This is an optimization exercise on Yosys and OpenROAD, whose aim is small area, not a production implementation. RTL that was checked went through simulation tests only; none was proved equivalent to the original. No functional check of the RTL was part of run 3. Power figures rest on the tool's default switching activity, not on a simulated workload.

### flow/design.v
module debouncer (
    input  CLK,
    input  RST_N,
    input  btn_in,
    output reg btn_out
);
    reg [4:0] db_cnt;            
    reg btn_sync1, btn_sync2, btn_stable;
    wire diff = btn_sync2 ^ btn_stable;
    wire hit  = db_cnt[4] & db_cnt[1] & db_cnt[0];
    always @(posedge CLK or negedge RST_N) begin
        if (!RST_N) begin
            btn_sync1  <= 1'b0;
            btn_sync2  <= 1'b0;
            btn_stable <= 1'b0;
            db_cnt     <= 5'd0;
            btn_out    <= 1'b0;
        end else begin
            btn_sync1  <= btn_in;
            btn_sync2  <= btn_sync1;
            btn_stable <= btn_stable ^ (diff & hit);
            db_cnt     <= (diff & ~hit) ? db_cnt + 5'd1 : 5'd0;
            btn_out    <= btn_stable;
        end
    end
endmodule
module UART_RX (
    input        RX,
    input        CLK,
    input        RST_N,
    output [5:0] FLOOR,
    output       HALLup,
    output       HALLdown,
    output       CARcall,
    output       ERR
);
    localparam IDLE = 2'd0, START = 2'd1, DATA = 2'd2, STOP = 2'd3;
    localparam P_ST   = 4'd0,  P_C   = 4'd1,  P_C1  = 4'd2,  P_C2 = 4'd3,
               P_N1   = 4'd4,  P_N2  = 4'd5,  P_U   = 4'd6,  P_UP = 4'd7,
               P_D    = 4'd8,  P_DO  = 4'd9,  P_DOW = 4'd10, P_DOWN = 4'd11,
               P_BAD  = 4'd12;
    reg [1:0] rx_state;
    reg [2:0] clk_cnt;
    reg [8:0] sr;
    reg       rdy1, rdy2;
    reg [3:0] ps;
    reg [5:0] val;
    wire       rx_done = (rx_state == IDLE) && (clk_cnt == 3'd0) && sr[0];
    wire [7:0] b       = sr[8:1];
    wire       is_dig  = (b[7:4] == 4'h3) && (b[3:0] <= 4'd9);
    wire       is_C    = (b == 8'h43);
    wire       is_U    = (b == 8'h55);
    wire       is_P    = (b == 8'h50);
    wire       is_D    = (b == 8'h44);
    wire       is_O    = (b == 8'h4F);
    wire       is_W    = (b == 8'h57);
    wire       is_N    = (b == 8'h4E);
    wire       is_CR   = (b == 8'h0D);
    reg [3:0] ps_n;
    always @(*) begin
        ps_n = P_BAD;
        case (ps)
            P_ST:   if (is_C) ps_n = P_C; else if (is_dig) ps_n = P_N1;
            P_C:    if (is_dig) ps_n = P_C1;
            P_C1:   if (is_dig) ps_n = P_C2;
            P_N1:   if (is_dig) ps_n = P_N2; else if (is_U) ps_n = P_U; else if (is_D) ps_n = P_D;
            P_N2:   if (is_U) ps_n = P_U; else if (is_D) ps_n = P_D;
            P_U:    if (is_P) ps_n = P_UP;
            P_D:    if (is_O) ps_n = P_DO;
            P_DO:   if (is_W) ps_n = P_DOW;
            P_DOW:  if (is_N) ps_n = P_DOWN;
            default: ps_n = P_BAD;
        endcase
    end
    wire first_dig = (ps == P_ST) || (ps == P_C);
    wire [5:0] val10 = {val[2:0], 3'b000} + {val[4:0], 1'b0} + {2'b00, b[3:0]};
    always @(posedge CLK or negedge RST_N) begin
        if (!RST_N) begin
            rx_state <= IDLE;
            clk_cnt  <= 3'd1;
            rdy1     <= 1'b0;
            rdy2     <= 1'b0;
            ps       <= P_ST;
        end else begin
            rdy1 <= rx_done & is_CR;
            rdy2 <= rdy1;
            case (rx_state)
                IDLE: begin
                    if (RX == 1'b0) begin
                        rx_state <= START;
                        clk_cnt  <= 3'd0;
                    end else
                        clk_cnt  <= 3'd1;
                end
                START: begin
                    if (clk_cnt == 3'd4) begin
                        if (RX == 1'b0) begin
                            rx_state <= DATA;
                            clk_cnt  <= 3'd0;
                        end else
                            rx_state <= IDLE;
                    end else
                        clk_cnt <= clk_cnt + 3'd1;
                end
                DATA: begin
                    if (clk_cnt == 3'd7) begin
                        if (sr[1]) rx_state <= STOP;
                    end
                    clk_cnt <= clk_cnt + 3'd1;
                end
                STOP: begin
                    if (clk_cnt == 3'd7) rx_state <= IDLE;
                    clk_cnt <= clk_cnt + 3'd1;
                end
            endcase
            if (rdy2)
                ps <= P_ST;
            else if (rx_done && !is_CR)
                ps <= ps_n;
        end
    end
    always @(posedge CLK) begin
        if (rx_state == START && clk_cnt == 3'd4)
            sr <= 9'h100;
        else if (rx_state == DATA && clk_cnt == 3'd7)
            sr <= {RX, sr[8:1]};
        else if (rx_state == STOP && clk_cnt == 3'd7)
            sr[0] <= RX;
        if (rx_done && is_dig)
            val <= first_dig ? {2'b00, b[3:0]} : val10;
    end
    wire vok = (val[5] ? (val[4:0] == 5'd0) : (val[4:0] != 5'd0));
    wire c_ok  = (ps == P_C1) || (ps == P_C2);
    wire up_ok = (ps == P_UP);
    wire dn_ok = (ps == P_DOWN);
    assign FLOOR    = val;
    assign CARcall  = rdy2 & vok & c_ok;
    assign HALLup   = rdy2 & vok & up_ok;
    assign HALLdown = rdy2 & vok & dn_ok;
    assign ERR      = rdy2 & ~(vok & (c_ok | up_ok | dn_ok));
endmodule
module UART_TX (
    output reg  TX,
    input [4:0] FLOOR,       
    input       UP,          
    input       DN,          
    input       ERR,
    input       CLK,
    input       RST_N,
    input       TX_temp_stop
);
    reg [10:0] sec;
    wire sec_wrap = &{sec[10:6], sec[3:0]};           
    wire one_sec_tick = (sec == 11'd0);
    wire tick = (sec[2:0] == 3'd0);
    always @(posedge CLK or negedge RST_N) begin
        if (!RST_N) sec <= 11'h7FF;
        else if (sec_wrap) sec <= {10'd0, sec[4]};
        else sec <= sec + 11'd1;
    end
    reg [1:0] mt;
    reg [4:0] mf;
    reg [3:0] msg_idx;
    reg [3:0] bit_idx;
    reg tx_busy;
    reg abort_req;
    function [7:0] digit_tens;
        input [4:0] f;
        begin
            if (f >= 5'd29) digit_tens = "3";
            else if (f >= 5'd19) digit_tens = "2";
            else if (f >= 5'd9) digit_tens = "1";
            else digit_tens = "0";
        end
    endfunction
    function [7:0] digit_ones;
        input [4:0] f;
        reg [5:0] n;
        begin
            n = f + 6'd1;
            if (n >= 6'd30) n = n - 6'd30;
            else if (n >= 6'd20) n = n - 6'd20;
            else if (n >= 6'd10) n = n - 6'd10;
            digit_ones = {4'h3, n[3:0]};
        end
    endfunction
    reg [7:0] ch;
    always @(*) begin
        if (mt == 2'b11) begin
            case (msg_idx)
                4'd0: ch = "E";
                4'd1: ch = "R";
                4'd2: ch = "R";
                4'd3: ch = ":";
                4'd4: ch = "C";
                4'd5: ch = "M";
                4'd6: ch = "D";
                4'd7: ch = 8'h0D;
                default: ch = 8'h0A;
            endcase
        end else begin
            case (msg_idx)
                4'd0: ch = "F";
                4'd1: ch = ":";
                4'd2: ch = digit_tens(mf);
                4'd3: ch = digit_ones(mf);
                4'd4: ch = ",";
                4'd5: ch = "D";
                4'd6: ch = "I";
                4'd7: ch = "R";
                4'd8: ch = ":";
                4'd9: ch = (mt == 2'b00) ? "U" : (mt == 2'b01) ? "S" : "D";
                4'd10: ch = (mt == 2'b00) ? "P" : (mt == 2'b01) ? "T" : "O";
                4'd11: ch = (mt == 2'b00) ? 8'h0D : (mt == 2'b01) ? "O" : "W";
                4'd12: ch = (mt == 2'b00) ? 8'h0A : (mt == 2'b01) ? "P" : "N";
                4'd13: ch = 8'h0D;
                default: ch = 8'h0A;
            endcase
        end
    end
    wire last = (mt == 2'b11) ? (msg_idx == 4'd8) :
                (mt == 2'b00) ? (msg_idx == 4'd12) : (msg_idx == 4'd14);
    always @(posedge CLK or negedge RST_N) begin
        if (!RST_N) begin
            TX        <= 1'b1;
            tx_busy   <= 1'b0;
            abort_req <= 1'b0;
        end else begin
            if (TX_temp_stop && tx_busy)
                abort_req <= 1'b1;
            if ((ERR || one_sec_tick) && !tx_busy && !TX_temp_stop)
                tx_busy <= 1'b1;
            if (tick) begin
                if (tx_busy) begin
                    case (bit_idx)
                        4'd0: TX <= 1'b0;
                        4'd1, 4'd2, 4'd3, 4'd4, 4'd5, 4'd6, 4'd7, 4'd8:
                              TX <= ch[bit_idx - 4'd1];
                        default: TX <= 1'b1;
                    endcase
                    if (bit_idx == 4'd9) begin
                        if (abort_req) begin
                            tx_busy   <= 1'b0;
                            abort_req <= 1'b0;
                        end else if (last)
                            tx_busy <= 1'b0;
                    end
                end else begin
                    TX <= 1'b1;
                    if (!TX_temp_stop)
                        abort_req <= 1'b0;
                end
            end
        end
    end
    always @(posedge CLK) begin
        if ((ERR || one_sec_tick) && !tx_busy && !TX_temp_stop) begin
            mt      <= ERR ? 2'b11 : {DN, ~UP & ~DN};
            mf      <= FLOOR;
            msg_idx <= 4'd0;
            bit_idx <= 4'd0;
        end else if (tick && tx_busy) begin
            if (bit_idx == 4'd9) begin
                bit_idx <= 4'd0;
                if (!abort_req && !last)
                    msg_idx <= msg_idx + 4'd1;
            end else
                bit_idx <= bit_idx + 4'd1;
        end
    end
endmodule
module elevator_controller (
    input        CLK,
    input        RST_N,
    input        BTN_OPEN_db,
    input        BTN_CLOSE_db,
    input        EMG_STOP,
    input        UART_RX,
    input        TX_temp_stop_db,
    output       UART_TX,
    output       MOTOR_UP,
    output       MOTOR_DN,
    output       DOOR_OPEN_DRV,
    output       DOOR_CLOSE_DRV,
    output [4:0] o_floor,        
    output       o_up,
    output       o_dn
);
    localparam S_IDLE = 3'd0, S_MU = 3'd1, S_MD = 3'd2, S_DC = 3'd3,
               S_DO   = 3'd4, S_DW = 3'd5;
    localparam M_NORM = 2'd0, M_EMG = 2'd1, M_RES = 2'd2;
    localparam D_UP = 2'b00, D_STOP = 2'b01, D_DOWN = 2'b10;
    reg [2:0]  st;
    reg [1:0]  mode;
    reg [1:0]  dir;
    reg [4:0]  f;
    reg [12:0] timer;
    reg        close_req;
    reg        tx_err_req;
    reg [31:0] hu, hd, cc;      
    wire [5:0] rx_floor;
    wire rx_hall_up, rx_hall_down, rx_car_call, rx_err_pulse;
    UART_RX i_uart_rx (
        .CLK(CLK), .RST_N(RST_N), .RX(UART_RX),
        .FLOOR(rx_floor), .HALLup(rx_hall_up), .HALLdown(rx_hall_down),
        .CARcall(rx_car_call), .ERR(rx_err_pulse)
    );
    wire norm = (mode == M_NORM);
    wire res  = (mode == M_RES);
    wire emg  = EMG_STOP;
    assign MOTOR_UP       = norm & (st == S_MU);
    assign MOTOR_DN       = norm & (st == S_MD);
    assign DOOR_OPEN_DRV  = norm & ((st == S_DO) | (st == S_DW));
    assign DOOR_CLOSE_DRV = norm & (st == S_DC);
    assign o_floor = f;
    assign o_up    = MOTOR_UP;
    assign o_dn    = MOTOR_DN;
    UART_TX i_uart_tx (
        .CLK(CLK), .RST_N(RST_N), .FLOOR(f), .UP(o_up), .DN(o_dn),
        .ERR(tx_err_req), .TX(UART_TX), .TX_temp_stop(TX_temp_stop_db)
    );
    wire [31:0] anyc = hu | hd | cc;
    reg  [31:0] above_m, below_m;
    integer i;
    always @(*) begin
        for (i = 0; i < 32; i = i + 1) begin
            above_m[i] = (i > f);
            below_m[i] = (i < f);
        end
    end
    wire [31:0] A = anyc & above_m;
    wire [31:0] B = anyc & below_m;
    wire any_above = |A;
    wire any_below = |B;
    function [4:0] lowest;
        input [31:0] x;
        integer k;
        begin
            lowest = 5'd0;
            for (k = 31; k >= 0; k = k - 1) if (x[k]) lowest = k;
        end
    endfunction
    function [4:0] highest;
        input [31:0] x;
        integer k;
        begin
            highest = 5'd0;
            for (k = 0; k < 32; k = k + 1) if (x[k]) highest = k;
        end
    endfunction
    wire [4:0] ca = lowest(A);
    wire [4:0] cb = highest(B);
    wire at_up = hu[f];
    wire at_dn = hd[f];
    wire at_cc = cc[f];
    wire at_any = at_up | at_dn | at_cc;
    wire d_up = (dir == D_UP);
    wire d_dn = dir[1];
    wire d_st = dir[0];
    wire stop_here = at_cc | (at_up & ~d_dn) | (at_dn & ~d_up) |
                     (d_up & at_any & ~any_above) | (d_dn & at_any & ~any_below);
    wire [5:0] sum_ab = ca + cb;
    wire [5:0] two_f  = {f, 1'b0};
    wire up_le = (sum_ab <= two_f);
    wire up_lt = (sum_ab <  two_f);
    wire t_door  = &{timer[10:6], timer[3:0]};                
    wire t_move  = &{timer[11:7], timer[4:0]};                
    wire t_dwell = timer[12] & timer[10] & timer[9] & timer[8] &
                   timer[6] & timer[5] & timer[3] & timer[2] & timer[1] & timer[0];  
    reg [2:0] nst;
    reg [1:0] ndir;
    always @(*) begin
        nst  = st;
        ndir = dir;
        case (st)
            S_IDLE: begin
                if (stop_here)
                    nst = S_DO;
                else if (d_up) begin
                    if (any_above) nst = S_MU;
                    else if (any_below) begin nst = S_MD; ndir = D_DOWN; end
                    else ndir = D_STOP;
                end else if (d_dn) begin
                    if (any_below) nst = S_MD;
                    else if (any_above) begin nst = S_MU; ndir = D_UP; end
                    else ndir = D_STOP;
                end else begin
                    if (any_above && (!any_below || up_le)) begin nst = S_MU; ndir = D_UP; end
                    else if (any_below) begin nst = S_MD; ndir = D_DOWN; end
                end
            end
            S_MU: begin
                ndir = D_UP;
                if (f == 5'd31 || t_move) nst = S_IDLE;
            end
            S_MD: begin
                ndir = D_DOWN;
                if (f == 5'd0 || t_move) nst = S_IDLE;
            end
            S_DO: begin
                if (t_door) nst = (close_req || BTN_CLOSE_db) ? S_DC : S_DW;
            end
            S_DW: begin
                if (BTN_OPEN_db) nst = S_DO;
                else if (BTN_CLOSE_db || close_req || t_dwell) nst = S_DC;
            end
            S_DC: begin
                if (BTN_OPEN_db) nst = S_DO;
                else if (t_door) nst = S_IDLE;
            end
            default: ;
        endcase
    end
    wire open_ev = ~emg & ((norm & (nst == S_DO) & (st != S_DO)) | (res & (st == S_DO)));
    wire clr_up = at_up & (~at_dn | d_up | (d_dn & ~any_below) |
                  (d_st & ((any_above & ~any_below) | (any_above & any_below & up_lt) | (~any_above & ~any_below))));
    wire clr_dn = at_dn & (~at_up | d_dn | (d_up & ~any_above) |
                  (d_st & ((~any_above & any_below) | (any_above & any_below & ~up_lt) | (~any_above & ~any_below))));
    wire [31:0] f_hot = 32'd1 << f;
    wire [31:0] rx_hot = 32'd1 << (rx_floor[4:0] - 5'd1);
    always @(posedge CLK or negedge RST_N) begin
        if (!RST_N) begin
            st         <= S_IDLE;
            mode       <= M_NORM;
            dir        <= D_STOP;
            f          <= 5'd0;
            close_req  <= 1'b0;
            tx_err_req <= 1'b0;
            hu         <= 32'd0;
            hd         <= 32'd0;
            cc         <= 32'd0;
        end else if (emg) begin
            mode      <= M_EMG;
            if (res) st <= S_IDLE;
            dir       <= D_STOP;
            close_req <= 1'b0;
        end else begin
            case (mode)
                M_NORM: begin
                    st  <= nst;
                    dir <= ndir;
                end
                M_EMG: begin
                    mode <= (st == S_IDLE) ? M_NORM : M_RES;
                    dir  <= D_STOP;
                end
                default: begin
                    mode <= M_NORM;
                    dir  <= (st == S_MU) ? D_UP : (st == S_MD) ? D_DOWN : D_STOP;
                end
            endcase
            if (norm) begin
                if (st == S_DO || st == S_DW) begin
                    if (BTN_OPEN_db)       close_req <= 1'b0;
                    else if (BTN_CLOSE_db) close_req <= 1'b1;
                end
                if (nst == S_DC) close_req <= 1'b0;
                if (st == S_MU && t_move && f != 5'd31) f <= f + 5'd1;
                if (st == S_MD && t_move && f != 5'd0)  f <= f - 5'd1;
            end
            tx_err_req <= rx_err_pulse;
            hu <= (hu | (rx_hall_up   ? rx_hot : 32'd0)) & ~((open_ev & clr_up) ? f_hot : 32'd0);
            hd <= (hd | (rx_hall_down ? rx_hot : 32'd0)) & ~((open_ev & clr_dn) ? f_hot : 32'd0);
            cc <= (cc | (rx_car_call  ? rx_hot : 32'd0)) & ~(open_ev ? f_hot : 32'd0);
        end
    end
    always @(posedge CLK) begin
        if (!emg) begin
            if (norm)
                timer <= (nst != st) ? 13'd0 : timer + 13'd1;
            else if (res && (st == S_DO || st == S_DC))
                timer <= 13'd0;
        end
    end
endmodule
module elevator_display_controller (
    input  [4:0] floor_idx,      
    input        up,
    input        dn,
    output [6:0] HEX7_O,
    output [6:0] HEX6_O,
    output [6:0] HEX5_O,
    output [6:0] HEX4_O,
    output [6:0] HEX3_O,
    output [6:0] HEX2_O,
    output [6:0] HEX1_O,
    output [6:0] HEX0_O
);
    localparam SEG_U = 7'b1000001;
    localparam SEG_P = 7'b0001100;
    localparam SEG_D = 7'b0100001;
    localparam SEG_O = 7'b1000000;
    localparam SEG_W = 7'b0010101;
    localparam SEG_N = 7'b0101011;
    localparam SEG_S = 7'b0010010;
    localparam SEG_T = 7'b0000111;
    localparam SEG_BLANK = 7'b1111111;
    function [6:0] seg;
        input [3:0] d;
        begin
            case (d)
                4'd0: seg = 7'b1000000;
                4'd1: seg = 7'b1111001;
                4'd2: seg = 7'b0100100;
                4'd3: seg = 7'b0110000;
                4'd4: seg = 7'b0011001;
                4'd5: seg = 7'b0010010;
                4'd6: seg = 7'b0000010;
                4'd7: seg = 7'b1111000;
                4'd8: seg = 7'b0000000;
                default: seg = 7'b0010000;
            endcase
        end
    endfunction
    wire [5:0] n = floor_idx + 6'd1;
    wire [1:0] tens = (n >= 6'd30) ? 2'd3 : (n >= 6'd20) ? 2'd2 : (n >= 6'd10) ? 2'd1 : 2'd0;
    wire [5:0] ones = n - tens * 6'd10;
    assign HEX5_O = seg({2'b00, tens});
    assign HEX4_O = seg(ones[3:0]);
    assign HEX7_O = up ? SEG_U : SEG_BLANK;
    assign HEX6_O = up ? SEG_P : SEG_BLANK;
    assign HEX3_O = up ? SEG_BLANK : dn ? SEG_D : SEG_S;
    assign HEX2_O = up ? SEG_BLANK : dn ? SEG_O : SEG_T;
    assign HEX1_O = up ? SEG_BLANK : dn ? SEG_W : SEG_O;
    assign HEX0_O = up ? SEG_BLANK : dn ? SEG_N : SEG_P;
endmodule
module ELEVATOR_TOP (
    input CLK,
    input RST_N,
    input BTN_OPEN,
    input BTN_CLOSE,
    input EMG_STOP,
    input UART_RXD,
    input BTN_TX_STOP,
    output UART_TXD,
    output [6:0] HEX0,
    output [6:0] HEX1,
    output [6:0] HEX2,
    output [6:0] HEX3,
    output [6:0] HEX4,
    output [6:0] HEX5,
    output [6:0] HEX6,
    output [6:0] HEX7,
    output MOTOR_UP,
    output MOTOR_DN,
    output DOOR_OPEN_DRV,
    output DOOR_CLOSE_DRV
);
    wire [4:0] floor_w;
    wire up_w, dn_w;
    wire btn_open_db, btn_close_db, btn_emg_db, tx_stop_db;
    debouncer db_open   (.CLK(CLK), .RST_N(RST_N), .btn_in(~BTN_OPEN),    .btn_out(btn_open_db));
    debouncer db_close  (.CLK(CLK), .RST_N(RST_N), .btn_in(~BTN_CLOSE),   .btn_out(btn_close_db));
    debouncer db_emg    (.CLK(CLK), .RST_N(RST_N), .btn_in(~EMG_STOP),    .btn_out(btn_emg_db));
    debouncer db_txstop (.CLK(CLK), .RST_N(RST_N), .btn_in(~BTN_TX_STOP), .btn_out(tx_stop_db));
    elevator_controller i_controller (
        .CLK(CLK), .RST_N(RST_N),
        .BTN_OPEN_db(btn_open_db), .BTN_CLOSE_db(btn_close_db), .EMG_STOP(btn_emg_db),
        .UART_RX(UART_RXD), .TX_temp_stop_db(tx_stop_db), .UART_TX(UART_TXD),
        .MOTOR_UP(MOTOR_UP), .MOTOR_DN(MOTOR_DN),
        .DOOR_OPEN_DRV(DOOR_OPEN_DRV), .DOOR_CLOSE_DRV(DOOR_CLOSE_DRV),
        .o_floor(floor_w), .o_up(up_w), .o_dn(dn_w)
    );
    elevator_display_controller i_display (
        .floor_idx(floor_w), .up(up_w), .dn(dn_w),
        .HEX7_O(HEX7), .HEX6_O(HEX6), .HEX5_O(HEX5), .HEX4_O(HEX4),
        .HEX3_O(HEX3), .HEX2_O(HEX2), .HEX1_O(HEX1), .HEX0_O(HEX0)
    );
endmodule
### flow/run.sh
#!/bin/bash
# synth_recipe.tcl (not shown) runs the flow's synth.tcl, then flattens the netlist and writes it again
# the make line also repeats each setting of config.mk as NAME=value (left out here)
make -C /OpenROAD-flow-scripts/flow DESIGN_CONFIG=/design/flow/config.mk WORK_HOME=/design/flow/orfs CLKGATE_MAP_FILE= SYNTH_SCRIPT=/design/flow/synth_recipe.tcl finish
### flow/config.mk
export PLATFORM = sky130hd
export DESIGN_NAME = ELEVATOR_TOP
export DESIGN_NICKNAME = ELEVATOR_TOP
export VERILOG_FILES = /design/flow/design.v
export SDC_FILE = /design/flow/constraint.sdc
export NUM_CORES = 4
export LEC_CHECK = 0
export CAP_MARGIN = 20
export CORE_MARGIN = 2
export CORE_UTILIZATION = 40
export SLEW_MARGIN = 20
### flow/constraint.sdc
create_clock -name core_clock -period 25.0 [get_ports {CLK}]
set_input_delay 5.0000 -clock core_clock [delete_from_list [all_inputs] [get_ports {CLK}]]
set_output_delay 5.0000 -clock core_clock [all_outputs]
set_load 0.01 [all_outputs]
==> results of run 1 <==
layer usage:
metal,vias up,wire length (microns)
met5,-,0
met4,0,1323
met3,92,3698
met2,565,19900
met1,6447,18630
li1,6301,-
cells in the mapped netlist, types with 6 or more instances:
library cell	number
sky130_fd_sc_hd__and2_1	11
sky130_fd_sc_hd__a211oi_1	11
sky130_fd_sc_hd__xnor2_1	37
sky130_fd_sc_hd__o221ai_1	7
sky130_fd_sc_hd__a21boi_0	7
sky130_fd_sc_hd__mux4_2	25
sky130_fd_sc_hd__edfxtp_1	26
sky130_fd_sc_hd__a31oi_1	36
sky130_fd_sc_hd__and3b_1	6
sky130_fd_sc_hd__ha_1	62
sky130_fd_sc_hd__o21a_1	10
sky130_fd_sc_hd__o211ai_1	8
sky130_fd_sc_hd__a22oi_1	11
sky130_fd_sc_hd__o21bai_1	6
sky130_fd_sc_hd__a2111oi_0	6
sky130_fd_sc_hd__a311oi_1	6
sky130_fd_sc_hd__and3_1	20
sky130_fd_sc_hd__dfstp_2	14
sky130_fd_sc_hd__xor2_1	27
sky130_fd_sc_hd__nor3_1	64
sky130_fd_sc_hd__buf_2	19
sky130_fd_sc_hd__nand3b_1	10
sky130_fd_sc_hd__nor2_1	212
sky130_fd_sc_hd__dfrtp_1	157
sky130_fd_sc_hd__nand3_1	51
sky130_fd_sc_hd__nor3b_1	10
sky130_fd_sc_hd__nor2b_1	15
sky130_fd_sc_hd__buf_4	45
sky130_fd_sc_hd__a22o_1	9
sky130_fd_sc_hd__or3_1	19
sky130_fd_sc_hd__a221oi_1	7
sky130_fd_sc_hd__a21oi_1	259
sky130_fd_sc_hd__nand2b_1	21
sky130_fd_sc_hd__nand4_1	13
sky130_fd_sc_hd__inv_1	57
sky130_fd_sc_hd__clkbuf_1	72
sky130_fd_sc_hd__o21ai_0	69
sky130_fd_sc_hd__nor4_1	12
sky130_fd_sc_hd__o22ai_1	19
sky130_fd_sc_hd__dfxtp_1	24
sky130_fd_sc_hd__a21o_1	12
sky130_fd_sc_hd__mux2_2	11
sky130_fd_sc_hd__nand2_1	112
sky130_fd_sc_hd__mux2i_1	7
final cells by class:
class / count / area, sq um
Fill cell: 3654 / 20770
Multi-Input combinational cell: 1333 / 8574
Sequential cell: 221 / 5560
Timing Repair Buffer: 82 / 807.0
Clock buffer: 41 / 758.2
Tap cell: 511 / 639.4
Inverter: 60 / 225.2
Clock inverter: 8 / 68.82
report_power, final:
part	switching, W	internal (W)
registers	0.0000275	0.000380
logic	0.0000395	0.0000331
clock network	0.000150	0.000218
total	0.000217	0.000631
stage by stage:
stage | worst slack [ps] | hold WS (ps)
floorplan | 15910 | 331.2
global placement | 15270 | 333.8
detailed placement | 15120 | 335.6
CTS | 14570 | 351.6
global route | 14080 | 354.0
finish | 14600 | 348.5
flip-flops by register name, summed over array words and instances (netlist names), 5 cells and up, named ones only:
signal	flops
i_controller.f	5
db_close.db_cnt	5
i_controller.i_uart_tx.mf	5
i_controller.timer	13
db_emg.db_cnt	5
i_controller.i_uart_rx.sr	9
i_controller.i_uart_rx.val	6
db_open.db_cnt	5
i_controller.i_uart_tx.sec	11
i_controller.cc	32
db_txstop.db_cnt	5
i_controller.hu	32
i_controller.hd	32
cells in the final DEF, fill, tap and decap left out, drive strengths merged, types with 10 or more instances in the layout:
master         Yosys  layout
nand2b            21      21
a211oi            11      11
and3              20      20
nor2b             15      15
clkbuf            72      42
xnor2             37      37
a21oi            260     260
nand4             13      13
clkdlybuf4s50      0      60
buf               69      21
nand2            112     112
ha                62      62
mux2              12      12
a31oi             36      36
nor3b             10      10
nor2             212     212
nor3              64      64
o21ai             70      70
or3               19      19
a21o              12      12
nor4              13      13
o21a              10      10
inv               57      57
and2              11      11
nand3b            10      10
xor2              27      27
dfstp             14      14
dfrtp            157     157
a22oi             11      11
o22ai             19      19
edfxtp            26      26
mux4              25      25
dfxtp             24      24
nand3             51      51
cells by family after synthesis:
logic type,after synthesis
AND/OR/NAND/NOR,614
AO/OA/AOI/OAI,537
flip-flops,221
buffers and inverters,201
adder cells (fa/ha/maj),68
XOR/XNOR,64
multiplexers,44
other,2
worst register-to-register path, delay by kind of cell, from the launching register on:
kind	cells	cell delay (ps)
xor+xnor	1	220
fa+ha+maj	4	1500
compound gates	12	2790
buf+inv	4	1060
simple gates	3	980
flops	1	600
final timing paths:
kind / start / to / cells after the start
worst max-delay path: i_controller.f[0] / HEX4[4] / 17
worst min-delay path: db_close.btn_sync1 / db_close.btn_sync2 / 0
worst max register to register: i_controller.f[0] / i_controller.timer[7] / 24
worst min register to register: db_close.btn_sync1 / db_close.btn_sync2 / 0
max in group asynchronous: RST_N / i_controller.f[0] / 2
min in group asynchronous: RST_N / async pin / 1
==> results.tsv, run 1 <==
metric	value	unit
run_status	complete, no violations	
critical_path_peak_fanout	40	
die-height	198.0	microns
synth_edf_count	26	
detail_route.vias_per_cell	5.942	
compound_gate_fraction_of_synth_area	21.88	%
cp.required	20000	ps
met3_usage	3.986	%
rsz0062_at_grt	no	
setup.reg_to_reg.worst_slack	17590	ps
grt_most_used_layer	met2	
cts.sinks	221	
global_route_met1_usage	30.68	%
tritoncts_clock_tree	done	
clock_tree.htree_level_count	1	
grt_util_met2	35.05	%
final_nets	1798	
timing_worst_setup_path_type	flop to output pin	
place.detailed.instances	2203	
boundaryPins	68	
insertedDiodeCount	0	
synth_seq_area_share	36.93	%
crit_family	buffers and inverters	
postCtsResizedCells	0	
postCtsSetupBuffers	0	
drc	0	
end_kind	output pin	
detailedRoute.firstPassIterationCount	6	
postLayoutCellArea	0.01663	sq mm
routed_wirelength	43550	microns
power	0.0008486	W
setup-tns-final	0	ps
cp_cell_sequence	buf_4 -> ha_1 -> nand2_1 -> nor2_1 -> ha_1 -> a21boi_0 -> o311a_1 -> nor2_1 -> ha_1 -> inv_1 -> fa_1 -> xnor2_1 -> xnor2_1 -> nor2_1 -> a21oi_1 -> o22a_1 -> clkdlybuf4s50_1	
placed_instance_area	0.01574	sq mm
maxSlewViolCount	0	
design.die.area	0.03919	sq mm
synth_top_cells_by_area	sky130_fd_sc_hd__dfrtp_1 26%, sky130_fd_sc_hd__a21oi_1 8.6%, sky130_fd_sc_hd__nor2_1 5.3%	
critical_path.max_stage_delay	710	ps
drtIter0Drc	1370	
final_layout_size_suffix_gt1_share	7.794	%
wire_length_of_the_first_global_routing_pass	69410	microns
vias	13410	
synth_xor_area_share	3.725	%
hp-class	flop to flop	
clk_transition_reported_paths	60	ps
worst-path-buf-inv	3	
ys_warn_count	5	
post-synth-top-area-cell	sky130_fd_sc_hd__dfrtp_1	
worst-endpoint-arrival	5400	ps
power.ir.vdd_worst	42.77	uV
cellPowerDensity	51.02	mW/mm^2
syn-mean-instance-area	8.594	sq um
clock_root_buffer	sky130_fd_sc_hd__clkbuf_16	
non_filler_cells_final	2256	
endpoints_failing_hold	0	
top_reg_cell_synth	sky130_fd_sc_hd__dfrtp_1	
netlist_area	0.01505	sq mm
synth_adder_area_share	5.820	%
coreArea	0.03740	sq mm
fin_util	44.47	%
slowest_stage	sky130_fd_sc_hd__dfrtp_2	
antenna_violating_nets_post_route	0	
finalClockSkew	13.46	ps
avgRoutedWirePerCell	19.31	microns
worst-slew-pin-transition	1017	ps
clock_latency	530	ps
largest_family_of_logic_cells_by_synthesized_area	compound AO/OA/AOI/OAI gates	
netlist.area_leader.share	26.11	%
fmaxAchievable	96.17	MHz
grt_start_max_net_pins	107	
asyncSetResetFlopFracSynth	77.38	%
yosys_register_bits	221	
fin_crit_sh	41.59	%
antenna_found_initial	0	
grt_pass1_vias	12560	
global_route.usage.total	22.12	%
netlist_instances	1751	
dp.final_hpwl	30870	microns
synth-simple-area-share	20.19	%
core.rowCount	71	
cts.path.max_buffers	3	
area_delta_synth_final	10.53	%
numPortBuffers	61	
endpoints_failing_setup	0	
chipWidth	198.0	microns
grt_overflow_total	0	
synth_mux_area_share	5.105	%
critPathLaunchType	flop	
leakagePower	6.963	nW
cts-hold-fix-buffers	0	
relSlewSlack	31.55	%
maxCapViolations	0	
gp_routability_congestion	0.9613	
synth.distinct_cells	91	
initial_utilization	40.24	%
cts_inserted_buffers	27	
min_period	10400	ps
==> inputs of run 2 (changes only) <==
--- a/flow/config.mk
+++ b/flow/config.mk
@@ -9,3 +9,4 @@
 export CORE_MARGIN = 2
-export CORE_UTILIZATION = 40
+export CORE_UTILIZATION = 60
+export CTS_BUF_LIST = sky130_fd_sc_hd__clkbuf_4
 export SLEW_MARGIN = 20
==> run 2 against run 1 <==
  * Synthesized cell count stayed put
  * Register-to-register slack lost 90 ps
  * Count of clock-buffer cells in the layout increased by 50
  * Non-clock buffer count shrank 3
  * Largest cell class unchanged
  * Hold slack worse by 2.4 ps
  * Wire length down 2.0%
  * Still clean on timing, DRC and antenna
  * Highest routed layer unchanged
  * Clock skew is 41 ps higher
  * Setup slack gained 110 ps
  * Critical path depth shrank 3
  * Die area decreased by 33%
==> results.tsv, run 2 <==
metric	value	unit	change
num-fill-cells	2067		-43%
avgRoutedWirePerCell	20.03	microns	+3.7%
synth_seq_area_share	36.93	%	unchanged
run_status	complete, no violations		
gp_routability_congestion	0.9902		+3.0%
min_period	10290	ps	-110.0 ps
place.detailed.instances	2017		-8.4%
slowest_stage	sky130_fd_sc_hd__buf_4		
grt_start_max_net_pins	99		-7.5%
antenna_violating_nets_post_route	0		unchanged
clock_tree.htree_level_count	2		+1
clk_transition_reported_paths	60	ps	about the same
detail_route.vias_per_cell	6.501		+9.4%
yosys.cell_count.top_type	sky130_fd_sc_hd__a21oi_1		
rsz0062_at_grt	no		
finalClockSkew	54.17	ps	+40.72 ps
area_delta_synth_final	8.306	%	
grt_pass1_vias	12870		+2.5%
synth_top_cells_by_area	sky130_fd_sc_hd__dfrtp_1 26%, sky130_fd_sc_hd__a21oi_1 8.6%, sky130_fd_sc_hd__nor2_1 5.3%		
synth.distinct_cells	91		unchanged
clock_latency	730	ps	+200 ps
clkPwrFrac	40.2	%	-3.2 points
drtIter0Drc	1734		+27%
layout.cells.most_common	sky130_fd_sc_hd__a21oi_1		
synth.top_cells.by_count	259 x sky130_fd_sc_hd__a21oi_1, 212 x sky130_fd_sc_hd__nor2_1, 157 x sky130_fd_sc_hd__dfrtp_1		
setup.reg_to_reg.worst_slack	17500	ps	-90 ps
yosys_register_bits	221		unchanged
crit_family	buffers and inverters		
maxCapViolations	0		unchanged
synth_adder_area_share	5.820	%	unchanged
largest_family_of_logic_cells_by_synthesized_area	compound AO/OA/AOI/OAI gates		
dp.final_hpwl	29600	microns	-4.1%
power.internal	0.0005799	W	-8.1%
netlist_area	0.01505	sq mm	unchanged
postLayoutCellArea	0.01630	sq mm	-2.0%
critPathLaunchType	flop		
wire_length_of_the_first_global_routing_pass	68010	microns	-2.0%
netlist.area_leader.share	26.11	%	unchanged
syn-mean-instance-area	8.594	sq um	unchanged
cts.path.max_buffers	3		unchanged
timing_worst_setup_path_type	flop to output pin		
cp_cell_sequence	buf_4 -> inv_1 -> ha_1 -> o311a_1 -> nor2_1 -> ha_1 -> inv_1 -> fa_1 -> xnor2_1 -> xnor2_1 -> nor2_1 -> a21oi_1 -> o22a_1 -> clkdlybuf4s50_1		
coreArea	0.02446	sq mm	-35%
final_nets	1828		+1.7%
vias	13860		+3.4%
synth_xor_area_share	3.725	%	unchanged
global_route.usage.total	32.27	%	+10 points
non_filler_cells_final	2132		-5.5%
worstSetupPathDepth	14		-3
power.sequential.fraction	50.9	%	+2.9 points
postCtsSetupBuffers	0		unchanged
boundaryPins	68		unchanged
layout_setup_ws	14710	ps	+110.0 ps
chipWidth	162.4	microns	-18%
core.rowCount	57		-20%
placed_instance_area	0.01551	sq mm	-1.4%
worst-endpoint-arrival	5290	ps	-110 ps
worst-path-buf-inv	4		+1
cts-hold-fix-buffers	0		unchanged
cts_inserted_buffers	60		+120%
cp.required	20000	ps	about the same
detailedRoute.firstPassIterationCount	6		unchanged
worst-slew-pin-transition	1124	ps	+107.0 ps
met3_usage	8.021	%	+4.0 points
synth-simple-area-share	20.19	%	unchanged
netSwitchingPower	0.0002213	W	+1.8%
setup-tns-final	0	ps	unchanged
worst_r2r_path_depth	26		+8.3%
maxSlewViolCount	0		unchanged
postCtsResizedCells	0		unchanged
compound_gate_fraction_of_synth_area	21.88	%	unchanged
fin_crit_sh	41.15	%	-0.44 points
place_ws	15490	ps	+364.2 ps
fmaxAchievable	97.19	MHz	+1.1%
ys_warn_count	5		unchanged
relSlewSlack	24.36	%	-7.2 points
initial_utilization	61.52	%	+21 points
endpoints_failing_setup	0		unchanged
holdPathStages	0		unchanged
netlist_instances	1751		unchanged
synth_edf_count	26		unchanged
leakagePower	7.009	nW	+0.66%
drc	0		unchanged
hp-class	flop to flop		
global_route_met1_usage	46.35	%	+16 points
post-synth-top-area-cell	sky130_fd_sc_hd__dfrtp_1		
switching_share	27.62	%	+2.0 points
die-height	162.4	microns	-18%
grt_most_used_layer	met2		
comb_power_share	8.9	%	+0.3 points
power.ir.vdd_worst	52.50	uV	+23%
grt_overflow_total	0		unchanged
critical_path.max_stage_delay	580	ps	-130 ps
asyncSetResetFlopFracSynth	77.38	%	unchanged
end_kind	output pin		
numPortBuffers	61		unchanged
design.die.area	0.02636	sq mm	-33%
critical_path_peak_fanout	63		+57%
endpoints_failing_hold	0		unchanged
synth_mux_area_share	5.105	%	unchanged
clock_root_buffer	sky130_fd_sc_hd__clkbuf_4		
final_layout_size_suffix_gt1_share	10.79	%	+3.0 points
top_library_cells_by_usage_in_the_layout_fill_and_taps_aside	259 x sky130_fd_sc_hd__a21oi_1, 212 x sky130_fd_sc_hd__nor2_1, 155 x sky130_fd_sc_hd__dfrtp_1		
top_reg_cell_synth	sky130_fd_sc_hd__dfrtp_1		
tritoncts_clock_tree	done		
routed_wirelength	42700	microns	-2.0%
cellPowerDensity	49.16	mW/mm^2	-3.6%
biggestRegsByFlops	i_controller.cc: 32 flops, i_controller.hd: 32 flops, i_controller.hu: 32 flops		
cts.sinks	221		unchanged
grt_util_met2	48.47	%	+13 points
antenna_found_initial	1		+1
run 2: cells by family (layout without fill, tap and decap cells):
family	Yosys count	count (layout)
AO/OA/AOI/OAI	537	537
XOR/XNOR	64	64
adder cells (fa/ha/maj)	68	68
buffers and inverters	201	253
flip-flops	221	221
multiplexers	44	44
other	2	7
AND/OR/NAND/NOR	614	614
run 2: power groups by stage:
stage	Combinational, W	Sequential (W)	Clock, W
global placement	0.0000697	0.000413	0
detailed placement	0.0000715	0.000414	0
finish	0.0000715	0.000408	0.000322
floorplan	0.0000696	0.000396	0
global route	0.0000834	0.000411	0.000350
CTS	0.0000719	0.000407	0.000330
run 2: per-stage QoR:
| step | power, W | utilization (%) | hold slack, ps |
|---|---|---|---|
| 3_3_place_gp | 0.0004831 | 63.41 | 333.4 |
| 5_1_grt | 0.0008440 | 66.63 | 356.4 |
| 2_1_floorplan | 0.0004660 | - | 331.2 |
| 6_report | 0.0008013 | 66.63 | 346.1 |
| 3_5_place_dp | 0.0004855 | 63.41 | 337.1 |
| 4_1_cts | 0.0008093 | 66.62 | 349.7 |
run 2: area by class of cell:
type | instances | area (sq um) | share of cell area, %
Inverter | 60 | 225.2 | 1.382
Multi-Input combinational cell | 1333 | 8573 | 52.60
Antenna cell | 1 | 2.502 | 0.01535
Sequential cell | 221 | 5560 | 34.12
Clock buffer | 91 | 683.2 | 4.192
Timing Repair Buffer | 79 | 747.0 | 4.583
Tap cell | 324 | 405.4 | 2.487
Clock inverter | 23 | 101.3 | 0.6218
run 2: worst paths after layout:
path / to / from
max in group asynchronous: db_emg.db_cnt[1] / RST_N
min in group asynchronous: i_controller.i_uart_rx.ps[2] / RST_N
setup / recovery: HEX4[4] / i_controller.f[2]
setup reg to reg: i_controller.hu[7] / i_controller.f[1]
hold reg to reg: db_open.btn_sync2 / db_open.btn_sync1
hold / removal: db_open.btn_sync2 / db_open.btn_sync1
run 2: routing by layer:
metal	part of all wire [%]	vias to the layer above
met5	0	-
met4	2.7	0
met3	11	103
met2	44	706
met1	43	6613
li1	-	6439
==> inputs of run 3 (changes only) <==
--- a/flow/design.v
+++ b/flow/design.v
@@ -6,6 +6,7 @@
 );
-    reg [4:0] db_cnt;            
+    reg [4:0] db_cnt;
     reg btn_sync1, btn_sync2, btn_stable;
     wire diff = btn_sync2 ^ btn_stable;
-    wire hit  = db_cnt[4] & db_cnt[1] & db_cnt[0];
+    wire hit  = db_cnt[4] & ~db_cnt[2] & ~db_cnt[0];
+    wire run  = diff & ~hit;
     always @(posedge CLK or negedge RST_N) begin
@@ -21,3 +22,3 @@
             btn_stable <= btn_stable ^ (diff & hit);
-            db_cnt     <= (diff & ~hit) ? db_cnt + 5'd1 : 5'd0;
+            db_cnt     <= run ? {db_cnt[3:0], ~(db_cnt[4] ^ db_cnt[0])} : 5'd0;
             btn_out    <= btn_stable;
@@ -143,5 +144,6 @@
     output reg  TX,
-    input [4:0] FLOOR,       
-    input       UP,          
-    input       DN,          
+    input [1:0] TENS,
+    input [3:0] ONES,
+    input       UP,
+    input       DN,
     input       ERR,
@@ -161,63 +163,32 @@
     reg [1:0] mt;
-    reg [4:0] mf;
+    reg [1:0] mtens;
+    reg [3:0] mones;
     reg [3:0] msg_idx;
-    reg [3:0] bit_idx;
+    reg [3:0] bc;           
     reg tx_busy;
     reg abort_req;
-    function [7:0] digit_tens;
-        input [4:0] f;
-        begin
-            if (f >= 5'd29) digit_tens = "3";
-            else if (f >= 5'd19) digit_tens = "2";
-            else if (f >= 5'd9) digit_tens = "1";
-            else digit_tens = "0";
-        end
-    endfunction
-    function [7:0] digit_ones;
-        input [4:0] f;
-        reg [5:0] n;
-        begin
-            n = f + 6'd1;
-            if (n >= 6'd30) n = n - 6'd30;
-            else if (n >= 6'd20) n = n - 6'd20;
-            else if (n >= 6'd10) n = n - 6'd10;
-            digit_ones = {4'h3, n[3:0]};
-        end
-    endfunction
+    wire err = (mt == 2'b11);
     reg [7:0] ch;
     always @(*) begin
-        if (mt == 2'b11) begin
-            case (msg_idx)
-                4'd0: ch = "E";
-                4'd1: ch = "R";
-                4'd2: ch = "R";
-                4'd3: ch = ":";
-                4'd4: ch = "C";
-                4'd5: ch = "M";
-                4'd6: ch = "D";
-                4'd7: ch = 8'h0D;
-                default: ch = 8'h0A;
-            endcase
-        end else begin
-            case (msg_idx)
-                4'd0: ch = "F";
-                4'd1: ch = ":";
-                4'd2: ch = digit_tens(mf);
-                4'd3: ch = digit_ones(mf);
-                4'd4: ch = ",";
-                4'd5: ch = "D";
-                4'd6: ch = "I";
-                4'd7: ch = "R";
-                4'd8: ch = ":";
-                4'd9: ch = (mt == 2'b00) ? "U" : (mt == 2'b01) ? "S" : "D";
-                4'd10: ch = (mt == 2'b00) ? "P" : (mt == 2'b01) ? "T" : "O";
-                4'd11: ch = (mt == 2'b00) ? 8'h0D : (mt == 2'b01) ? "O" : "W";
-                4'd12: ch = (mt == 2'b00) ? 8'h0A : (mt == 2'b01) ? "P" : "N";
-                4'd13: ch = 8'h0D;
-                default: ch = 8'h0A;
-            endcase
-        end
+        case (msg_idx)
+            4'd0:  ch = "F";
+            4'd1:  ch = ":";
+            4'd2:  ch = {6'b001100, mtens};
+            4'd3:  ch = {4'h3, mones};
+            4'd4:  ch = ",";
+            4'd5:  ch = "D";
+            4'd6:  ch = err ? "E" : "I";
+            4'd7:  ch = "R";
+            4'd8:  ch = err ? "R" : ":";
+            4'd9:  ch = err ? ":" : (mt == 2'b00) ? "U" : (mt == 2'b01) ? "S" : "D";
+            4'd10: ch = err ? "C" : (mt == 2'b00) ? "P" : (mt == 2'b01) ? "T" : "O";
+            4'd11: ch = err ? "M" : (mt == 2'b00) ? 8'h0D : (mt == 2'b01) ? "O" : "W";
+            4'd12: ch = err ? "D" : (mt == 2'b00) ? 8'h0A : (mt == 2'b01) ? "P" : "N";
+            4'd13: ch = 8'h0D;
+            default: ch = 8'h0A;
+        endcase
     end
-    wire last = (mt == 2'b11) ? (msg_idx == 4'd8) :
-                (mt == 2'b00) ? (msg_idx == 4'd12) : (msg_idx == 4'd14);
+    wire last = (msg_idx == 4'd14) | ((mt == 2'b00) & (msg_idx == 4'd12));
+    wire load = (ERR || one_sec_tick) && !tx_busy && !TX_temp_stop;
+    wire cend = (bc == 4'd8);
     always @(posedge CLK or negedge RST_N) begin
@@ -230,3 +201,3 @@
                 abort_req <= 1'b1;
-            if ((ERR || one_sec_tick) && !tx_busy && !TX_temp_stop)
+            if (load)
                 tx_busy <= 1'b1;
@@ -234,9 +205,4 @@
                 if (tx_busy) begin
-                    case (bit_idx)
-                        4'd0: TX <= 1'b0;
-                        4'd1, 4'd2, 4'd3, 4'd4, 4'd5, 4'd6, 4'd7, 4'd8:
-                              TX <= ch[bit_idx - 4'd1];
-                        default: TX <= 1'b1;
-                    endcase
-                    if (bit_idx == 4'd9) begin
+                    TX <= bc[3] ? ~bc[0] : ch[bc[2:0]];
+                    if (cend) begin
                         if (abort_req) begin
@@ -256,10 +222,11 @@
     always @(posedge CLK) begin
-        if ((ERR || one_sec_tick) && !tx_busy && !TX_temp_stop) begin
+        if (load) begin
             mt      <= ERR ? 2'b11 : {DN, ~UP & ~DN};
-            mf      <= FLOOR;
-            msg_idx <= 4'd0;
-            bit_idx <= 4'd0;
+            mtens   <= TENS;
+            mones   <= ONES;
+            msg_idx <= ERR ? 4'd6 : 4'd0;
+            bc      <= 4'd15;
         end else if (tick && tx_busy) begin
-            if (bit_idx == 4'd9) begin
-                bit_idx <= 4'd0;
+            if (cend) begin
+                bc <= 4'd15;
                 if (!abort_req && !last)
@@ -267,3 +234,3 @@
             end else
-                bit_idx <= bit_idx + 4'd1;
+                bc <= bc + 4'd1;
         end
@@ -286,3 +253,5 @@
     output       o_up,
-    output       o_dn
+    output       o_dn,
+    input  [1:0] i_tens,
+    input  [3:0] i_ones
 );
@@ -318,3 +287,3 @@
     UART_TX i_uart_tx (
-        .CLK(CLK), .RST_N(RST_N), .FLOOR(f), .UP(o_up), .DN(o_dn),
+        .CLK(CLK), .RST_N(RST_N), .TENS(i_tens), .ONES(i_ones), .UP(o_up), .DN(o_dn),
         .ERR(tx_err_req), .TX(UART_TX), .TX_temp_stop(TX_temp_stop_db)
@@ -479,2 +448,4 @@
     input        dn,
+    output [1:0] tens_o,
+    output [3:0] ones_o,
     output [6:0] HEX7_O,
@@ -517,2 +488,4 @@
     wire [5:0] ones = n - tens * 6'd10;
+    assign tens_o = tens;
+    assign ones_o = ones[3:0];
     assign HEX5_O = seg({2'b00, tens});
@@ -550,2 +523,4 @@
     wire up_w, dn_w;
+    wire [1:0] tens_w;
+    wire [3:0] ones_w;
     wire btn_open_db, btn_close_db, btn_emg_db, tx_stop_db;
@@ -561,3 +536,4 @@
         .DOOR_OPEN_DRV(DOOR_OPEN_DRV), .DOOR_CLOSE_DRV(DOOR_CLOSE_DRV),
-        .o_floor(floor_w), .o_up(up_w), .o_dn(dn_w)
+        .o_floor(floor_w), .o_up(up_w), .o_dn(dn_w),
+        .i_tens(tens_w), .i_ones(ones_w)
     );
@@ -565,2 +541,3 @@
         .floor_idx(floor_w), .up(up_w), .dn(dn_w),
+        .tens_o(tens_w), .ones_o(ones_w),
         .HEX7_O(HEX7), .HEX6_O(HEX6), .HEX5_O(HEX5), .HEX4_O(HEX4),
==> flow/flow/run.sh (new file) <==
#!/bin/bash
# Own layout flow: the standard synthesis, then an area-oriented re-map of
# the combinational logic (registers untouched), then the standard layout
# with the port buffers made from the smallest buffer cell.
set -euo pipefail
HERE=$(pwd)
R=$HERE/orfs/results/$FLOW_PLATFORM/ELEVATOR_TOP/base
YOSYS=yosys
[[ -x $FLOW_HOME/../tools/install/yosys/bin/yosys ]] && YOSYS=$FLOW_HOME/../tools/install/yosys/bin/yosys

bash standard.sh synth > $HERE/log_1_standard_synth.log 2>&1

cp $R/1_2_yosys.v $HERE/1_2_yosys_standard.v
export REMAP_LIB=$FLOW_HOME/platforms/sky130hd/lib/sky130_fd_sc_hd__tt_025C_1v80.lib
export REMAP_DONT_USE="$(make -s -C $FLOW_HOME DESIGN_CONFIG=$HERE/config.mk WORK_HOME=$HERE/orfs print-DONT_USE_CELLS 2>/dev/null | tail -1 | sed 's/^DONT_USE_CELLS: //')"
export REMAP_IN=$HERE/1_2_yosys_standard.v
export REMAP_OUT=$HERE/1_2_yosys_remap.v
export REMAP_STAT=$HERE/remap_stat.txt
export REMAP_SCRIPT=$HERE/flow/remap.abc
$YOSYS -c $HERE/flow/remap.tcl > $HERE/log_2_remap.log 2>&1
cp $REMAP_OUT $R/1_2_yosys.v
touch $R/1_2_yosys.v

export BUFFER_PORTS_ARGS="-buffer_cell sky130_fd_sc_hd__buf_1"
bash standard.sh finish > $HERE/log_3_standard_layout.log 2>&1
==> flow/flow/remap.abc (new file) <==
strash
ifraig
scorr
dc2
strash
&get -n
&st
&dch -f
&nf -a -R 1000
&put
topo
==> flow/flow/remap.tcl (new file) <==
# Re-map the combinational logic of the standard synthesis netlist for area.
# Flip-flops and tie cells are kept as they are (same instances, names and
# cell types); only the gates between them are re-mapped by ABC.
yosys -import
set lib $::env(REMAP_LIB)
set dont_use {}
foreach c $::env(REMAP_DONT_USE) { lappend dont_use -dont_use $c }
read_liberty -ignore_miss_func $lib
read_verilog $::env(REMAP_IN)
hierarchy -top $::env(FLOW_TOP)
setattr -mod -set keep_hierarchy 1 sky130_fd_sc_hd__df* sky130_fd_sc_hd__edf* sky130_fd_sc_hd__sdf* sky130_fd_sc_hd__dl* sky130_fd_sc_hd__conb_1
flatten
opt_clean
select $::env(FLOW_TOP)
abc -liberty $lib {*}$dont_use -script $::env(REMAP_SCRIPT)
splitnets
opt_clean -purge
hilomap -singleton -hicell sky130_fd_sc_hd__conb_1 HI -locell sky130_fd_sc_hd__conb_1 LO
insbuf -buf sky130_fd_sc_hd__buf_1 A X
opt_clean -purge
tee -o $::env(REMAP_STAT) stat -liberty $lib
write_verilog -noattr -nohex -nodec -selected $::env(REMAP_OUT)
==> flow/standard.sh (new file) <==
#!/bin/bash
# synth_recipe.tcl (not shown) runs the flow's synth.tcl, then flattens the netlist and writes it again
# the make line also repeats each setting of config.mk as NAME=value (left out here)
make -C /OpenROAD-flow-scripts/flow DESIGN_CONFIG=/design/flow/config.mk WORK_HOME=/design/flow/orfs CLKGATE_MAP_FILE= SYNTH_SCRIPT=/design/flow/synth_recipe.tcl "${@:-finish}"
--- a/flow/config.mk
+++ b/flow/config.mk
@@ -9,4 +9,3 @@
 export CORE_MARGIN = 2
-export CORE_UTILIZATION = 60
-export CTS_BUF_LIST = sky130_fd_sc_hd__clkbuf_4
+export CORE_UTILIZATION = 40
 export SLEW_MARGIN = 20
removed: flow/run.sh
==> run 3 against run 2 <==
  * Sequential power up 12%
  * Via count down 13%
  * Synthesized cell count down 16%
  * Utilization down 20 points
  * Still clean on timing, DRC and antenna
  * Combinational power up 92%
  * Fmax down 0.34%
  * First-iteration DRC count down 15%
  * Die area up 21%
  * Synthesized area down 19%
  * Global-route usage down 6.7 points
==> results.tsv, run 3 <==
metric	value	unit	change
fmaxAchievable	96.87	MHz	-0.34%
gp_routability_congestion	0.9917		+0.15%
chipWidth	178.6	microns	+10%
top_library_cells_by_usage_in_the_layout_fill_and_taps_aside	226 x sky130_fd_sc_hd__a21oi_1, 208 x sky130_fd_sc_hd__nor2_1, 157 x sky130_fd_sc_hd__dfrtp_1		
setup.reg_to_reg.worst_slack	16280	ps	-1220 ps
cts.sinks	215		-2.7%
postCtsSetupBuffers	0		unchanged
leakagePower	5.553	nW	-21%
antenna_violating_nets_post_route	0		unchanged
clock_root_buffer	sky130_fd_sc_hd__clkbuf_16		
initial_utilization	40.93	%	-21 points
final_layout_size_suffix_gt1_share	6.126	%	-4.7 points
routed_wirelength	40580	microns	-4.9%
r2r_start	i_controller.f[0]		
worst-slew-pin-transition	1151	ps	+27.06 ps
cts-hold-fix-buffers	0		unchanged
run_status	complete, no violations		
vias	12030		-13%
core.rowCount	63		+11%
endpoints_failing_setup	0		unchanged
relSlewSlack	22.65	%	-1.7 points
cellPowerDensity	70.57	mW/mm^2	+44%
clock_latency	550	ps	-180 ps
dp.final_hpwl	28050	microns	-5.2%
endpoints_failing_hold	0		unchanged
cp.required	20000	ps	about the same
grt_pass1_vias	11330		-12%
cts.path.max_buffers	3		unchanged
postCtsResizedCells	0		unchanged
biggestRegsByFlops	i_controller.cc: 32 flops, i_controller.hd: 32 flops, i_controller.hu: 32 flops		
fin_crit_sh	41.29	%	+0.14 points
area_delta_synth_final	14.18	%	
insertedDiodeCount	0		-1
detailedRoute.firstPassIterationCount	6		unchanged
grt_start_max_net_pins	67		-32%
cts_inserted_buffers	26		-57%
power	0.0009827	W	+23%
coreArea	0.02980	sq mm	+22%
grt_overflow_total	0		unchanged
min_period	10320	ps	+34.70 ps
design.die.area	0.03190	sq mm	+21%
numPortBuffers	61		unchanged
netlist_area	0.01220	sq mm	-19%
crit_start	i_controller.f[0]		
boundaryPins	68		unchanged
layout.cells.most_common	sky130_fd_sc_hd__a21oi_1		
netlist_instances	1468		-16%
global_route.usage.total	25.62	%	-6.7 points
worst-endpoint-arrival	5320	ps	+30 ps
detail_route.vias_per_cell	6.147		-5.4%
setup-tns-final	0	ps	unchanged
hp-class	flop to flop		
place_ws	15120	ps	-367.0 ps
power.ir.vdd_worst	59.01	uV	+12%
tritoncts_clock_tree	done		
critPathLaunchType	flop		
drc	0		unchanged
end_kind	output pin		
clock_tree.htree_level_count	1		-1
rsz0062_at_grt	no		
finalClockSkew	14.30	ps	-39.87 ps
drtIter0Drc	1476		-15%
timing_worst_setup_path_type	flop to output pin		
wire_length_of_the_first_global_routing_pass	64200	microns	-5.6%
avgRoutedWirePerCell	20.74	microns	+3.6%
clk_transition_reported_paths	60	ps	about the same
antenna_found_initial	1		unchanged
maxCapViolations	0		unchanged
critical_path_peak_fanout	24		-62%
maxSlewViolCount	0		unchanged
ys_warn_count	5		unchanged
final_nets	1556		-15%
hp-start	db_txstop.btn_sync1		
syn-mean-instance-area	8.308	sq um	-3.3%
layout_setup_ws	14680	ps	-34.70 ps
die-height	178.6	microns	+10%
run 3: report_power, final:
| part | switching [W] | leakage [nW] | internal, W |
|---|---|---|---|
| logic | 0.0000809 | 2.44 | 0.0000560 |
| clock network | 0.000154 | 0.436 | 0.000235 |
| registers | 0.0000492 | 2.67 | 0.000408 |
run 3: layout make-up:
type | instances | area, sq um
fill | 2928 | 15870
sequential | 215 | 5488
inverter | 30 | 112.6
tap | 390 | 488.0
timing repair buffer | 90 | 450.4
clock inverter | 10 | 116.4
multi-input combinational | 1186 | 6500
clock buffer | 36 | 769.5
run 3: path summary, 6_finish.rpt:
kind / end / depth (start not counted)
min: db_txstop.btn_sync2 / 0
max in group asynchronous: i_controller.i_uart_tx.abort_req / 3
min reg2reg: db_txstop.btn_sync2 / 0
min in group asynchronous: async pin / 1
max: HEX4[3] / 14
max reg2reg: i_controller.hd[16] / 31
run 3: stage by stage:
stage	area, sq um	util (%)	cells	hold slack, ps
floorplan	12210	-	1472	331.2
detailed placement	13010	43.67	1910	334.7
global placement	13010	43.67	1910	333.5
finish	13920	46.73	1957	349.3
CTS	13900	46.64	1956	351.9
global route	13920	46.73	1957	358.0
run 3: metal layers:
layer,global-route usage (%),part of all wire [%],vias up
met3,4.604,8.8,116
met5,0,0,-
li1,-,-,5603
met4,10.09,3.8,0
met2,38.21,44,576
met1,36.81,43,5735
run 3: critical path, stage by stage, from the launching register on:
cell,delay [ps]
sky130_fd_sc_hd__dfrtp_1,320
sky130_fd_sc_hd__buf_4,310
sky130_fd_sc_hd__clkinv_1,670
sky130_fd_sc_hd__nor2_2,870
sky130_fd_sc_hd__or2_0,420
sky130_fd_sc_hd__nand2_1,180
sky130_fd_sc_hd__a221oi_1,390
sky130_fd_sc_hd__or2_0,310
sky130_fd_sc_hd__clkinv_1,160
sky130_fd_sc_hd__xnor2_1,370
sky130_fd_sc_hd__clkinv_1,170
sky130_fd_sc_hd__a21oi_1,190
sky130_fd_sc_hd__o21ai_0,130
sky130_fd_sc_hd__nor2_1,120
sky130_fd_sc_hd__buf_1,150
==> inputs of run 4 (changes only) <==
--- a/flow/design.v
+++ b/flow/design.v
@@ -319,4 +319,13 @@
     endfunction
-    wire [4:0] ca = lowest(A);
-    wire [4:0] cb = highest(B);
+    wire [15:0] a1v = A[31:16] | A[15:0];
+    wire [4:0] ca, cb;
+    wire [31:0] Br;
+    genvar gi;
+    generate for (gi = 0; gi < 32; gi = gi + 1) begin : rv
+        assign Br[gi] = B[31-gi];
+    end endgenerate
+    wire [4:0] cbr;
+    penc32 pa (.x(A), .idx(ca));
+    penc32 pb (.x(Br), .idx(cbr));
+    assign cb = ~cbr;
     wire at_up = hu[f];
@@ -444,2 +453,34 @@
 endmodule
+module penc2 (input [1:0] x, output v, output idx);
+    assign v = x[0] | x[1];
+    assign idx = ~x[0];
+endmodule
+module penc32 (input [31:0] x, output [4:0] idx);
+    wire [15:0] v1; wire [15:0] i1;
+    genvar k;
+    generate for (k = 0; k < 16; k = k + 1) begin : l1
+        assign v1[k] = x[2*k] | x[2*k+1];
+        assign i1[k] = ~x[2*k];
+    end endgenerate
+    wire [7:0] v2; wire [15:0] i2;
+    generate for (k = 0; k < 8; k = k + 1) begin : l2
+        assign v2[k] = v1[2*k] | v1[2*k+1];
+        assign i2[2*k+1] = ~v1[2*k];
+        assign i2[2*k]   = v1[2*k] ? i1[2*k] : i1[2*k+1];
+    end endgenerate
+    wire [3:0] v3; wire [11:0] i3;
+    generate for (k = 0; k < 4; k = k + 1) begin : l3
+        assign v3[k] = v2[2*k] | v2[2*k+1];
+        assign i3[3*k+2] = ~v2[2*k];
+        assign i3[3*k+1 -: 2] = v2[2*k] ? i2[4*k+1 -: 2] : i2[4*k+3 -: 2];
+    end endgenerate
+    wire [1:0] v4; wire [7:0] i4;
+    generate for (k = 0; k < 2; k = k + 1) begin : l4
+        assign v4[k] = v3[2*k] | v3[2*k+1];
+        assign i4[4*k+3] = ~v3[2*k];
+        assign i4[4*k+2 -: 3] = v3[2*k] ? i3[6*k+2 -: 3] : i3[6*k+5 -: 3];
+    end endgenerate
+    assign idx[4] = ~v4[0];
+    assign idx[3:0] = v4[0] ? i4[3:0] : i4[7:4];
+endmodule
 module elevator_display_controller (
--- a/flow/flow/run.sh
+++ b/flow/flow/run.sh
@@ -24,2 +24,4 @@
 export BUFFER_PORTS_ARGS="-buffer_cell sky130_fd_sc_hd__buf_1"
+# clock tree: small clock buffers, larger sink clusters, no dummy loads
+export CTS_ARGS="$(cat $HERE/flow/cts_args.txt)"
 bash standard.sh finish > $HERE/log_3_standard_layout.log 2>&1
==> flow/flow/cts_args.txt (new file) <==
-sink_clustering_enable -repair_clock_nets -dont_use_dummy_load -buf_list sky130_fd_sc_hd__clkbuf_4 -sink_clustering_size 10 -sink_clustering_max_diameter 60
==> run 4 against run 3 <==
  * Still clean on timing, DRC and antenna
  * Global-route usage fell by 1.7 points
  * Combinational power decreased by 15%
  * Critical path depth fell by 1
  * Fmax increased by 4.8%
  * Sequential power down 4.4%
  * Non-clock buffer count decreased by 14
  * Die area fell by 1.2%
  * Clock skew increased by 86 ps
  * Hold slack better by 6.5 ps
  * Flip-flop and latch count did not move
  * Critical path type unchanged
==> results.tsv, run 4 <==
metric	value	unit	change
run_status	complete, no violations		
cts.sinks	215		unchanged
syn-mean-instance-area	8.118	sq um	-2.3%
hp-class	flop to flop		
rsz0062_at_grt	no		
top_library_cells_by_usage_in_the_layout_fill_and_taps_aside	247 x sky130_fd_sc_hd__a21oi_1, 236 x sky130_fd_sc_hd__nor2_1, 157 x sky130_fd_sc_hd__dfrtp_1		
postCtsSetupBuffers	0		unchanged
ys_warn_count	5		unchanged
cellPowerDensity	54.96	mW/mm^2	-22%
worst-slew-pin-transition	1017	ps	-134.1 ps
boundaryPins	68		unchanged
end_kind	output pin		
critPathLaunchType	flop		
cts.path.max_buffers	3		unchanged
wire_length_of_the_first_global_routing_pass	60220	microns	-6.2%
num-fill-cells	3029		+3.4%
maxCapViolations	0		unchanged
cts_inserted_buffers	27		+3.8%
cts-hold-fix-buffers	0		unchanged
biggestRegsByFlops	i_controller.cc: 32 flops, i_controller.hd: 32 flops, i_controller.hu: 32 flops		
drc	0		unchanged
relSlewSlack	31.56	%	+8.9 points
power.ir.vdd_worst	45.73	uV	-23%
final_layout_size_suffix_gt1_share	4.194	%	-1.9 points
vias	11710		-2.7%
grt_pass1_vias	10790		-4.8%
timing_worst_setup_path_type	flop to output pin		
numPortBuffers	61		unchanged
design.die.area	0.03152	sq mm	-1.2%
grt_start_max_net_pins	64		-4.5%
chipWidth	177.6	microns	-0.59%
leakagePower	5.168	nW	-6.9%
detailedRoute.firstPassIterationCount	5		-1
clock_latency	710	ps	+160 ps
area_delta_synth_final	7.913	%	
netlist_instances	1484		+1.1%
initial_utilization	40.65	%	-0.28 points
multiInputGateArea	0.006351	sq mm	-2.3%
gp_routability_congestion	0.9775		-1.4%
drtIter0Drc	1206		-18%
clock_root_buffer	sky130_fd_sc_hd__clkbuf_4		
routed_wirelength	37610	microns	-7.3%
die-height	177.6	microns	-0.59%
place_ws	15940	ps	+821.8 ps
global_route.usage.total	23.92	%	-1.7 points
avgRoutedWirePerCell	19.38	microns	-6.6%
worst-endpoint-arrival	4850	ps	-470 ps
endpoints_failing_setup	0		unchanged
finalHoldWorstSlack	355.8	ps	+6.456 ps
core.rowCount	63		unchanged
clock_tree.htree_level_count	1		unchanged
antenna_found_initial	2		+1
fin_crit_sh	39.42	%	-1.9 points
finalClockSkew	100.5	ps	+86.24 ps
coreArea	0.02964	sq mm	-0.53%
endpoints_failing_hold	0		unchanged
final_nets	1559		+0.19%
tritoncts_clock_tree	done		
antenna_violating_nets_post_route	0		unchanged
fin_util	43.87	%	-2.9 points
layout_setup_ws	15150	ps	+468.5 ps
critical_path_peak_fanout	44		+83%
cp.required	20000	ps	about the same
postCtsResizedCells	0		unchanged
min_period	9855	ps	-468.5 ps
detail_route.vias_per_cell	6.033		-1.9%
fmaxAchievable	101.5	MHz	+4.8%
dp.final_hpwl	26760	microns	-4.6%
area.sequential	0.005488	sq mm	unchanged
clk_transition_reported_paths	110	ps	+50 ps
grt_overflow_total	0		unchanged
power	0.0007145	W	-27%
maxSlewViolCount	0		unchanged
setup-tns-final	0	ps	unchanged
netlist_area	0.01205	sq mm	-1.2%
layout.cells.most_common	sky130_fd_sc_hd__a21oi_1		
run 4: cell type report:
type	instances	area share [%]
multi-input cells	1199	48.85
flip-flops and latches	215	42.21
clock buffers	27	1.559
repair buffers	76	2.656
well taps	390	3.753
inverters	33	0.9528
diodes	1	0.01925
run 4: path summary, 6_finish.rpt:
kind / startpoint / to / slack, ps / cells after the start
min in group asynchronous: RST_N / i_controller.hd[0] / 4380 / 1
worst max-delay path: i_controller.f[0] / HEX4[3] / 15150 / 13
worst max register to register: i_controller.f[0] / i_controller.hd[13] / 17240 / 34
worst min-delay path: db_close.btn_sync1 / db_close.btn_sync2 / 360 / 0
worst min register to register: db_close.btn_sync1 / db_close.btn_sync2 / 360 / 0
max in group asynchronous: RST_N / db_close.db_cnt[2] / 18630 / 3
run 4: per-layer routing:
metal	wire [microns]	global-route usage, %	part of all wire (%)
met1	16980	35.16	45
met2	16340	35.56	43
met3	3251	4.092	8.6
met4	1031	7.923	2.7
met5	13	0	0.035
run 4: power breakdown:
group / internal [W] / switching (W)
logic: 0.0000464 / 0.0000695
registers: 0.000400 / 0.0000367
clock network: 0.0000493 / 0.000112
run 4: per-stage QoR:
stage / std cells / area [sq um]
2_1_floorplan: 1488 / 12060
3_3_place_gp: 1913 / 12780
3_5_place_dp: 1913 / 12780
4_1_cts: 1940 / 12990
5_1_grt: 1941 / 13000
6_report: 1941 / 13000
run 4: worst max-delay path: stages (launching register included):
cell and delay, ps:
sky130_fd_sc_hd__dfrtp_1 340, sky130_fd_sc_hd__buf_4 420, sky130_fd_sc_hd__clkinv_1 570, sky130_fd_sc_hd__nor2_1 660, sky130_fd_sc_hd__a21oi_1 280, sky130_fd_sc_hd__nand2b_1 250
sky130_fd_sc_hd__a211oi_1 460, sky130_fd_sc_hd__or3_1 210, sky130_fd_sc_hd__and2_0 260, sky130_fd_sc_hd__clkinv_1 150, sky130_fd_sc_hd__a21oi_1 190, sky130_fd_sc_hd__nand2_1 100
sky130_fd_sc_hd__nor2_1 100, sky130_fd_sc_hd__buf_1 150

==> what the ideal ports hide <==
In the flow no input, the clock included, has a driving cell. The finished layouts below were timed again as built, in two steps. Step 1 assumes that a clkbuf_16 drives the clock port and a buf_2 every other input. Step 2 adds t to the input delays and takes it off the output delays; t is the mean of the earliest and latest rising clock arrival at the registers after step 1. Input paths then give back, and output paths get back, about the clock's delay inside the block. Three values: ideal ports, drivers, drivers and shift; two values: the first two.
run	t (ns)	slack for setup (ns)	worst data-port slew with drivers (ns)	pins driven straight from the clock port
run 1	0.575	14.601 / 14.550 / 15.125	0.04	1
run 2	0.750	14.711 / 14.664 / 15.414	0.04	1
run 3	0.585	14.677 / 14.629 / 15.214	0.03	1
run 4	0.701	15.145 / 15.101 / 15.802	0.03	1
After both steps every run listed still meets setup and hold.
